Context: an optimization exercise on an open-source flow, tuned for small area. The choices shown serve that exercise and are no tape-out recipe.
The RTL was checked by simulation tests, not by an equivalence proof against the original design.
The flow treats the clock pin as an ideal source. Dropping or thinning the clock tree relies on that and would not hold on a real chip.
Power figures rest on the tool's default switching activity, not on a simulated workload.

Design jtsf_objdraw, start of the top module:
module jtsf_objdraw(
    input              rst,
    input              clk,
    input              draw_cen,
    input              HINIT,
    input       [ 7:0] VF,
    input              flip,
    output reg  [ 4:0] objcnt,
    output reg  [ 3:0] pxlcnt,
    input       [15:0] objbuf_data,
    output reg  [16:0] obj_addr,
    input       [15:0] obj_data,
    input              rom_ok,
    output             HINIT_draw,
    output             rom_wait,
    output reg         draw_over,
    output reg  [ 8:0] posx,
    output reg  [ 3:0] pospal,
    output reg  [ 3:0] new_pxl
);
For scale: roughly 390 cells after synthesis, roughly 90 flip-flops, about 4200 sq um of cells after synthesis.
Settings: LEC_CHECK=0, CAP_MARGIN=0, CORE_MARGIN=2, CORE_UTILIZATION=65, GPL_TIMING_DRIVEN=0, PLACE_DENSITY=0.85, SLEW_MARGIN=0; clock period 8.0 ns.
standard.sh (not shown) runs the stock make flow with config.mk's settings and CLKGATE_MAP_FILE= SYNTH_SCRIPT=/design/flow/synth_recipe.tcl, a recipe that flattens the netlist after the stock synthesis.
==> flow/flow/run.sh <==
#!/bin/bash
# Layout flow: the standard.sh (standard synthesis unchanged, then the
# standard ORFS floorplan, placement, CTS step, routing and finish), with
# these changes, all made through ORFS variables and step hooks:
#  - port buffers use the smallest buffer cell (buf_1); every port still
#    gets its buffer
#  - cts_multi.tcl replaces the clock_tree_synthesis call of the standard CTS
#    step: the clock port drives four clock buffers (two buf_12, two buf_8),
#    each driving the clock pins of one group of nearby registers (k-means on
#    the placed register positions, group sizes in proportion to the buffer
#    strengths) from the centre of its group. The rest of the CTS step (timing
#    repair, legalisation) runs unchanged.
#  - pre_grt.tcl: before global routing, gates with timing slack are sized
#    down (OpenROAD power recovery); the global-route step then repairs
#    slew, capacitance and timing as usual
# make's output goes to standard.log here; each ORFS step writes its own log
# under orfs/logs.
HERE=$(cd "$(dirname "$0")" && pwd)
export BUFFER_PORTS_ARGS="-buffer_cell sky130_fd_sc_hd__buf_1"
export PRE_GLOBAL_PLACE_TCL="$HERE/pre_gpl.tcl"
export PRE_CTS_TCL="$HERE/cts_multi.tcl"
export PRE_GLOBAL_ROUTE_TCL="$HERE/pre_grt.tcl"
export CTS_LEAF_BUFS="sky130_fd_sc_hd__buf_12 sky130_fd_sc_hd__buf_12 sky130_fd_sc_hd__buf_8 sky130_fd_sc_hd__buf_8"
export CTS_LEAF_WEIGHTS="0.096 0.096 0.069 0.069"
export CTS_ROOT_BUF=
bash standard.sh > standard.log 2>&1
==> flow/flow/pre_grt.tcl <==
# Before global routing: size combinational gates down to their smallest
# drive strength where synthesis chose a larger one, then let OpenROAD's
# power recovery size down gates with timing slack to spare. The
# global-route step that follows repairs slew, capacitance and timing as
# usual (upsizing or buffering where a smaller gate is too weak).
if { [env_var_exists_and_non_empty DONT_USE_CELLS] } {
  set_dont_use $::env(DONT_USE_CELLS)
}
foreach inst [[ord::get_db_block] getInsts] {
  set master [$inst getMaster]
  if { [$master isSequential] } { continue }
  set m [$master getName]
  if { [regexp {^(sky130_fd_sc_hd__[a-z0-9]+)_([0-9]+)$} $m -> base drv] && $drv > 1 } {
    if { [string match "*buf*" $base] } { continue }
    set cell [get_lib_cells -quiet ${base}_1]
    if { $cell eq "" } { continue }
    puts "size down [$inst getName]: $m -> ${base}_1"
    replace_cell [get_cells [$inst getName]] $cell
  }
}
estimate_parasitics -placement
repair_timing -recover_power 100 -verbose
Other scripts of this flow, unchanged in this note and not shown: flow/flow/cts_multi.tcl, flow/flow/pre_gpl.tcl
Change:
==> flow/flow/pre_grt.tcl (replaced) <==
# Before global routing: downsize gates that synthesis sized up but that have
# timing slack to spare (OpenROAD's power recovery). The global-route step
# that follows repairs slew, capacitance and timing as usual.
if { [env_var_exists_and_non_empty DONT_USE_CELLS] } {
  set_dont_use $::env(DONT_USE_CELLS)
}
estimate_parasitics -placement
repair_timing -recover_power 100 -verbose
=> The changed run finished clean; worst setup slack improved by 0.0031 ns; clock skew barely changes; sequential power hardly moves; clock power barely changes; via count went down slightly.
In every run of this note, the design's own scripts or RTL, not TritonCTS, make the clock network.

The RTL this note starts from:
==> flow/design.v <==
module jtsf_objdraw(
    input              rst,
    input              clk,
    input              draw_cen,
    input              HINIT,
    input       [ 7:0] VF,
    input              flip,
    output reg  [ 4:0] objcnt,
    output reg  [ 3:0] pxlcnt,
    input       [15:0] objbuf_data,
    output reg  [16:0] obj_addr,
    input       [15:0] obj_data,
    input              rom_ok,
    output             HINIT_draw,
    output             rom_wait,
    output reg         draw_over,
    output reg  [ 8:0] posx,
    output reg  [ 3:0] pospal,
    output reg  [ 3:0] new_pxl
);
localparam [8:0] XOUT = 9'h1F0;
reg last, pending, over, wait_latch;
assign HINIT_draw = pending;
assign rom_wait   = !rom_ok | wait_latch;
wire [ 9:0] cnt_cur = { over, objcnt, pxlcnt };
wire [10:0] cnt_cy;
wire [ 9:0] cnt_inc;
assign cnt_cy[0] = 1'b1;
genvar gi;
generate for( gi=0; gi<10; gi=gi+1 ) begin : g_cnt
    assign cnt_inc[gi]  = cnt_cur[gi] ^ cnt_cy[gi];
    assign cnt_cy[gi+1] = cnt_cur[gi] & cnt_cy[gi];
end endgenerate
wire c_run = draw_cen & !pending & !rst;      
wire c_inc = c_run & !draw_over & !rom_wait;  
wire c_hld = (!rst & !draw_cen) | (c_run & !draw_over & rom_wait);
wire o_hld = (!rst & !draw_cen) | (c_run & (draw_over | rom_wait));
always @(posedge clk) begin
    last       <= !rst & HINIT;
    pending    <= !rst & ((HINIT & !last) | (!draw_cen & pending));
    { objcnt, pxlcnt } <= ({9{c_inc}} & cnt_inc[8:0]) | ({9{c_hld}} & { objcnt, pxlcnt });
    over       <= (c_inc & cnt_inc[9]) | (o_hld & over);
    draw_over  <= rst | (c_run & over & (pxlcnt[2:0]==3'd6)) |
                  (!rst & !(draw_cen & pending) & draw_over);
    wait_latch <= (c_run & !rom_ok) | (!rst & !draw_cen & wait_latch);
end
wire adv = draw_cen & !rom_wait;
reg  [10:0] sr;      
reg  [ 3:0] vr;      
reg         vinzone, hflip, hflip2, jmp, xo, add1, add16;
reg  [ 3:0] objpal;
reg  [15:0] planes;
wire [ 7:0] vfm;
wire [ 7:1] vfm_cy;
assign vfm_cy[1] = ~flip;
assign vfm[0]    = VF[0];
generate for( gi=1; gi<8; gi=gi+1 ) begin : g_vfm
    assign vfm[gi] = VF[gi] ^ vfm_cy[gi];
    if( gi<7 ) begin : g_c
        assign vfm_cy[gi+1] = VF[gi] & vfm_cy[gi];
    end
end endgenerate
wire [ 7:0] nvfm = ~vfm;
wire [ 7:0] ydat = objbuf_data[7:0];
wire [ 8:0] vs_cy;
wire [ 7:0] Vsum;
assign vs_cy[0] = 1'b1;
generate for( gi=0; gi<8; gi=gi+1 ) begin : g_vsum
    assign Vsum[gi]    = ydat[gi] ^ nvfm[gi] ^ vs_cy[gi];
    assign vs_cy[gi+1] = (ydat[gi] & nvfm[gi]) | (vs_cy[gi] & (ydat[gi] ^ nvfm[gi]));
end endgenerate
wire [11:0] id_cy;
wire [10:0] idsum;
assign id_cy[0] = add1;
generate for( gi=0; gi<11; gi=gi+1 ) begin : g_id
    if( gi==4 ) begin : g_fa
        assign idsum[gi]   = sr[gi] ^ add16 ^ id_cy[gi];
        assign id_cy[gi+1] = (sr[gi] & add16) | (id_cy[gi] & (sr[gi] ^ add16));
    end else begin : g_ha
        assign idsum[gi]   = sr[gi] ^ id_cy[gi];
        assign id_cy[gi+1] = sr[gi] & id_cy[gi];
    end
end endgenerate
wire [10:0] idalt = { idsum[10:5], idsum[3], idsum[4], idsum[2:0] };
always @(posedge clk) if( adv ) begin
    case( pxlcnt )
        4'd0, 4'd3: sr <= objbuf_data[10:0];
        4'd1: begin
            vr[3:1] <= { objbuf_data[9], objbuf_data[10],
                         objbuf_data[10] & (objbuf_data[8] ^ objbuf_data[15]) };
            hflip   <= objbuf_data[8];
            objpal  <= objbuf_data[3:0];
        end
        4'd2: begin
            vr      <= Vsum[3:0] ^ {4{~vr[3]}};
            vinzone <= vr[2] ? &Vsum[7:5] : &Vsum[7:4];
            add16   <= vr[2] & (~vr[3] ^ Vsum[4]);
            add1    <= vr[1];
        end
        default:;
    endcase
end
wire [ 9:0] px_cy;
wire [ 8:0] posx_inc;
assign px_cy[0] = 1'b1;
generate for( gi=0; gi<9; gi=gi+1 ) begin : g_px
    assign posx_inc[gi] = posx[gi] ^ px_cy[gi];
    assign px_cy[gi+1]  = posx[gi] & px_cy[gi];
end endgenerate
wire       load7 = pxlcnt==4'd7;
wire        oa_ld  = adv & (pxlcnt==4'd3);
wire        oa_new = oa_ld & vinzone & !rst;
wire        oa_hld = !oa_ld & !rst;
wire        ob_ld  = adv & (pxlcnt[1:0]==2'd3);
wire        ob_new = ob_ld & vinzone & !rst;
wire        ob_hld = !ob_ld & !rst;
always @(posedge clk) begin
    obj_addr[16:2] <= ({15{oa_new}} & { idalt, vr }) | ({15{oa_hld}} & obj_addr[16:2]);
    obj_addr[ 1:0] <= ({ 2{ob_new}} & (pxlcnt[3:2] ^ {2{hflip}})) | ({2{ob_hld}} & obj_addr[1:0]);
end
wire        px_out = rst | (adv & (xo | (jmp & !vinzone)));
wire        px_obj = adv & !rst & !xo & jmp & vinzone;
wire        px_inc = adv & !rst & !xo & !jmp;
wire        px_hld = !adv & !rst;
wire [ 8:0] posx_nx = ({9{px_out}} & XOUT) | ({9{px_obj}} & sr[8:0]) |
                      ({9{px_inc}} & posx_inc) | ({9{px_hld}} & posx);
wire        pp_new = adv & jmp & !rst;
wire        pp_hld = !(adv & jmp) & !rst;
wire [ 3:0] pospal_nx = ({4{pp_new}} & objpal) | ({4{pp_hld}} & pospal);
wire        pl_set = rst | (draw_cen & draw_over);
wire        pl_adv = adv & !draw_over;
wire        pl_ld  = pl_adv & (pxlcnt[1:0]==2'd3);
wire        pl_sh  = pl_adv & (pxlcnt[1:0]!=2'd3);
wire        pl_shr = pl_sh & hflip2;
wire        pl_shl = pl_sh & !hflip2;
wire        pl_hld = !pl_adv;
wire [15:0] pl_left  = { planes[14:12], 1'b0, planes[10:8], 1'b0,
                         planes[ 6: 4], 1'b0, planes[ 2:0], 1'b0 };
wire [15:0] pl_right = { 1'b0, planes[15:13], 1'b0, planes[11:9],
                         1'b0, planes[ 7: 5], 1'b0, planes[ 3:1] };
wire [15:0] planes_nx = {16{pl_set}} | ({16{pl_ld}} & obj_data) |
                        ({16{pl_shl}} & pl_left) | ({16{pl_shr}} & pl_right) |
                        ({16{pl_hld}} & planes);
wire [ 3:0] pxl_out = hflip2 ? { planes[0], planes[4], planes[ 8], planes[12] }
                             : { planes[3], planes[7], planes[11], planes[15] };
wire [ 3:0] newpxl_nx = {4{rst}} | ({4{adv}} & pxl_out) | ({4{!adv}} & new_pxl);
always @(posedge clk) begin
    posx    <= posx_nx;
    pospal  <= pospal_nx;
    planes  <= planes_nx;
    new_pxl <= newpxl_nx;
end
wire        h2_ld = pl_adv & load7;
always @(posedge clk) begin
    hflip2 <= !rst & ((h2_ld & hflip) | (!h2_ld & hflip2));
    jmp    <= !rst & ((adv & !draw_over & load7) | (!adv & jmp));
    xo     <= rst | (draw_cen & draw_over) | (!adv & xo);
end
endmodule
export LEC_CHECK = 0
export CAP_MARGIN = 0
export CORE_MARGIN = 2
export CORE_UTILIZATION = 65
export GPL_TIMING_DRIVEN = 0
export PLACE_DENSITY = 0.85
export SLEW_MARGIN = 0
create_clock -name core_clock -period 8.0 [get_ports {clk}]
==> flow/flow/run.sh <==
#!/bin/bash
# Standard layout (the standard.sh: standard synthesis, floorplan, placement,
# routing, finish) with two changes:
#  - port buffers use the smallest buffer cell (buf_1)
#  - the clock tree is built by cts_multi.tcl: the clock port drives four clock
#    buffers, each for one group of nearby registers (balanced k-means on the
#    placed register positions), placed at the centre of its group. It replaces
#    the clock_tree_synthesis call of the standard CTS step; the rest of that
#    step (timing repair, legalisation) runs unchanged.
# All tool output goes to standard.log here and to the ORFS logs under orfs/logs.
HERE=$(cd "$(dirname "$0")" && pwd)
export BUFFER_PORTS_ARGS="-buffer_cell sky130_fd_sc_hd__buf_1"
export PRE_CTS_TCL="$HERE/cts_multi.tcl"
export PRE_GLOBAL_ROUTE_TCL="$HERE/pre_grt.tcl"
export CTS_LEAVES=4
export CTS_SLACK_N=0
export CTS_LEAF_BUF=sky130_fd_sc_hd__buf_12
export CTS_ROOT_BUF=
bash standard.sh > standard.log 2>&1
==> flow/flow/cts_multi.tcl <==
proc clock_tree_synthesis { args } {
  set block [ord::get_db_block]
  set dbu [$block getDbUnitsPerMicron]
  set k $::env(CTS_LEAVES)
  set pts {}
  foreach pin [get_pins -hierarchical */CLK] {
    set inst [[sta::sta_to_db_pin $pin] getInst]
    set bb [$inst getBBox]
    lappend pts [list $pin [expr { ([$bb xMin] + [$bb xMax]) / 2.0 / $dbu }] \
                           [expr { ([$bb yMin] + [$bb yMax]) / 2.0 / $dbu }]]
  }
  set n [llength $pts]
  # initial centres: spread along the sorted x+y order
  set sorted [lsort -real -index 1 $pts]
  set cen {}
  for { set c 0 } { $c < $k } { incr c } {
    set p [lindex $sorted [expr { int(($c + 0.5) * $n / $k) }]]
    lappend cen [list [lindex $p 1] [lindex $p 2]]
  }
  set cap [expr { int(ceil(double($n) / $k)) + ($::env(CTS_SLACK_N)) }]
  for { set it 0 } { $it < 50 } { incr it } {
    # balanced assignment: each point to nearest centre with room left
    set cnt {}
    for { set c 0 } { $c < $k } { incr c } { lappend cnt 0 }
    set order {}
    foreach p $pts {
      set best 1e18
      foreach cc $cen {
        set d [expr { abs([lindex $p 1] - [lindex $cc 0]) + abs([lindex $p 2] - [lindex $cc 1]) }]
        if { $d < $best } { set best $d }
      }
      lappend order [list $p $best]
    }
    set asg {}
    foreach e [lsort -real -decreasing -index 1 $order] {
      set p [lindex $e 0]
      set best 1e18
      set bc 0
      for { set c 0 } { $c < $k } { incr c } {
        if { [lindex $cnt $c] >= $cap } { continue }
        set cc [lindex $cen $c]
        set d [expr { abs([lindex $p 1] - [lindex $cc 0]) + abs([lindex $p 2] - [lindex $cc 1]) }]
        if { $d < $best } { set best $d; set bc $c }
      }
      lset cnt $bc [expr { [lindex $cnt $bc] + 1 }]
      lappend asg [list $p $bc]
    }
    set ncen {}
    for { set c 0 } { $c < $k } { incr c } {
      set sx 0.0; set sy 0.0; set m 0
      foreach a $asg {
        if { [lindex $a 1] == $c } {
          set sx [expr { $sx + [lindex $a 0 1] }]
          set sy [expr { $sy + [lindex $a 0 2] }]
          incr m
        }
      }
      if { $m > 0 } { lappend ncen [list [expr { $sx / $m }] [expr { $sy / $m }]] } else { lappend ncen [lindex $cen $c] }
    }
    set cen $ncen
  }
  for { set c 0 } { $c < $k } { incr c } {
    set pins {}
    foreach a $asg { if { [lindex $a 1] == $c } { lappend pins [lindex $a 0 0] } }
    if { [llength $pins] == 0 } { continue }
    set cc [lindex $cen $c]
    puts "clock buffer $c: $::env(CTS_LEAF_BUF), [llength $pins] registers, at ($cc)"
    insert_buffer -buffer_cell $::env(CTS_LEAF_BUF) -net clk -load_pins $pins \
      -location $cc -buffer_name clkleaf_$c
  }
  if { [info exists ::env(CTS_ROOT_BUF)] && $::env(CTS_ROOT_BUF) ne "" } {
    # one root buffer between the clock port and the group buffers
    set sx 0.0; set sy 0.0
    foreach cc $cen { set sx [expr { $sx + [lindex $cc 0] }]; set sy [expr { $sy + [lindex $cc 1] }] }
    set rc [list [expr { $sx / $k }] [expr { $sy / $k }]]
    puts "clock root buffer: $::env(CTS_ROOT_BUF) at ($rc)"
    insert_buffer -buffer_cell $::env(CTS_ROOT_BUF) -net clk -location $rc -buffer_name clkroot
    foreach it [[$block findNet clk] getITerms] {
      foreach ot [[$it getInst] getITerms] {
        if { [$ot isOutputSignal] && [$ot getNet] ne "NULL" } { [$ot getNet] setSigType CLOCK }
      }
    }
  }
  foreach it [[$block findNet clk] getITerms] {
    foreach ot [[$it getInst] getITerms] {
      if { [$ot isOutputSignal] && [$ot getNet] ne "NULL" } { [$ot getNet] setSigType CLOCK }
    }
  }
  set_propagated_clock [all_clocks]
}
Other scripts of this flow, unchanged in this note and not shown: flow/flow/pre_grt.tcl
The starting point finished clean.
Rerun with:
--- a/flow/flow/run.sh
+++ b/flow/flow/run.sh
@@ -13,7 +13,6 @@
 export PRE_CTS_TCL="$HERE/cts_multi.tcl"
 export PRE_GLOBAL_ROUTE_TCL="$HERE/pre_grt.tcl"
-export CTS_LEAVES=4
-export CTS_SLACK_N=0
-export CTS_LEAF_BUF=sky130_fd_sc_hd__buf_12
+export CTS_LEAF_BUFS="sky130_fd_sc_hd__buf_12 sky130_fd_sc_hd__buf_12 sky130_fd_sc_hd__buf_8 sky130_fd_sc_hd__buf_8"
+export CTS_LEAF_WEIGHTS="0.096 0.096 0.069 0.069"
 export CTS_ROOT_BUF=
 bash standard.sh > standard.log 2>&1
--- a/flow/flow/cts_multi.tcl
+++ b/flow/flow/cts_multi.tcl
@@ -2,5 +2,7 @@
   set block [ord::get_db_block]
   set dbu [$block getDbUnitsPerMicron]
-  set k $::env(CTS_LEAVES)
+  set bufs $::env(CTS_LEAF_BUFS)
+  set wts $::env(CTS_LEAF_WEIGHTS)
+  set k [llength $bufs]
   set pts {}
   foreach pin [get_pins -hierarchical */CLK] {
@@ -18,5 +20,8 @@
     lappend cen [list [lindex $p 1] [lindex $p 2]]
   }
-  set cap [expr { int(ceil(double($n) / $k)) + ($::env(CTS_SLACK_N)) }]
+  set wsum 0.0
+  foreach w $wts { set wsum [expr { $wsum + $w }] }
+  set caps {}
+  foreach w $wts { lappend caps [expr { int(ceil($n * $w / $wsum)) }] }
   for { set it 0 } { $it < 50 } { incr it } {
     # balanced assignment: each point to nearest centre with room left
@@ -38,5 +43,5 @@
       set bc 0
       for { set c 0 } { $c < $k } { incr c } {
-        if { [lindex $cnt $c] >= $cap } { continue }
+        if { [lindex $cnt $c] >= [lindex $caps $c] } { continue }
         set cc [lindex $cen $c]
         set d [expr { abs([lindex $p 1] - [lindex $cc 0]) + abs([lindex $p 2] - [lindex $cc 1]) }]
@@ -65,6 +70,6 @@
     if { [llength $pins] == 0 } { continue }
     set cc [lindex $cen $c]
-    puts "clock buffer $c: $::env(CTS_LEAF_BUF), [llength $pins] registers, at ($cc)"
-    insert_buffer -buffer_cell $::env(CTS_LEAF_BUF) -net clk -load_pins $pins \
+    puts "clock buffer $c: [lindex $bufs $c], [llength $pins] registers, at ($cc)"
+    insert_buffer -buffer_cell [lindex $bufs $c] -net clk -load_pins $pins \
       -location $cc -buffer_name clkleaf_$c
   }
--- a/flow/config.mk
+++ b/flow/config.mk
@@ -6,8 +6,7 @@
 export NUM_CORES = 4
 export LEC_CHECK = 0
-export CAP_MARGIN = 0
+export CAP_MARGIN = 20
 export CORE_MARGIN = 2
 export CORE_UTILIZATION = 65
-export GPL_TIMING_DRIVEN = 0
 export PLACE_DENSITY = 0.85
-export SLEW_MARGIN = 0
+export SLEW_MARGIN = 20
What happened: Routed wire length increases slightly. Clock skew grows by 0.011 ns. Die area is unchanged.
In every run of this note, the design's own scripts or RTL, not TritonCTS, make the clock network.

re-timing with driven ports:
The results above use ideal ports. As a check the final layouts listed here were re-extracted and re-timed, cells and wires unchanged. Step 1: set_driving_cell puts a clkbuf_16 on clk and a buf_2 on each other input, an assumption about the parent block. Step 2 moves the port delays by t, midway between the first and last clock arrival at a register: inputs arrive t later, outputs are due t later. That takes back most of the time a late clock gives input paths. Slacks: no drivers / after step 1 / after step 2; pairs: no drivers / after step 1.
run | shift t [ns] | slack for setup (ns) | clock arrival spread, ns | worst register clock-pin slew, ns
the first run of note 1 | 0.205 | 3.051 / 3.100 / 2.895 | 0.012 / 0.012 | 0.10 / 0.10
the second run of note 1 | 0.204 | 3.054 / 3.103 / 2.899 | 0.012 / 0.012 | 0.10 / 0.10
the first run of note 2 | 0.206 | 3.069 / 3.130 / 2.924 | 0.005 / 0.005 | 0.09 / 0.09
the second run of note 2 | 0.213 | 3.050 / 3.104 / 2.891 | 0.016 / 0.016 | 0.11 / 0.11
After both steps every run listed still meets setup and hold. The setup slack of the second run of note 2, which loses most, moves by +0.054 ns with the drivers and by -0.159 ns with both steps.
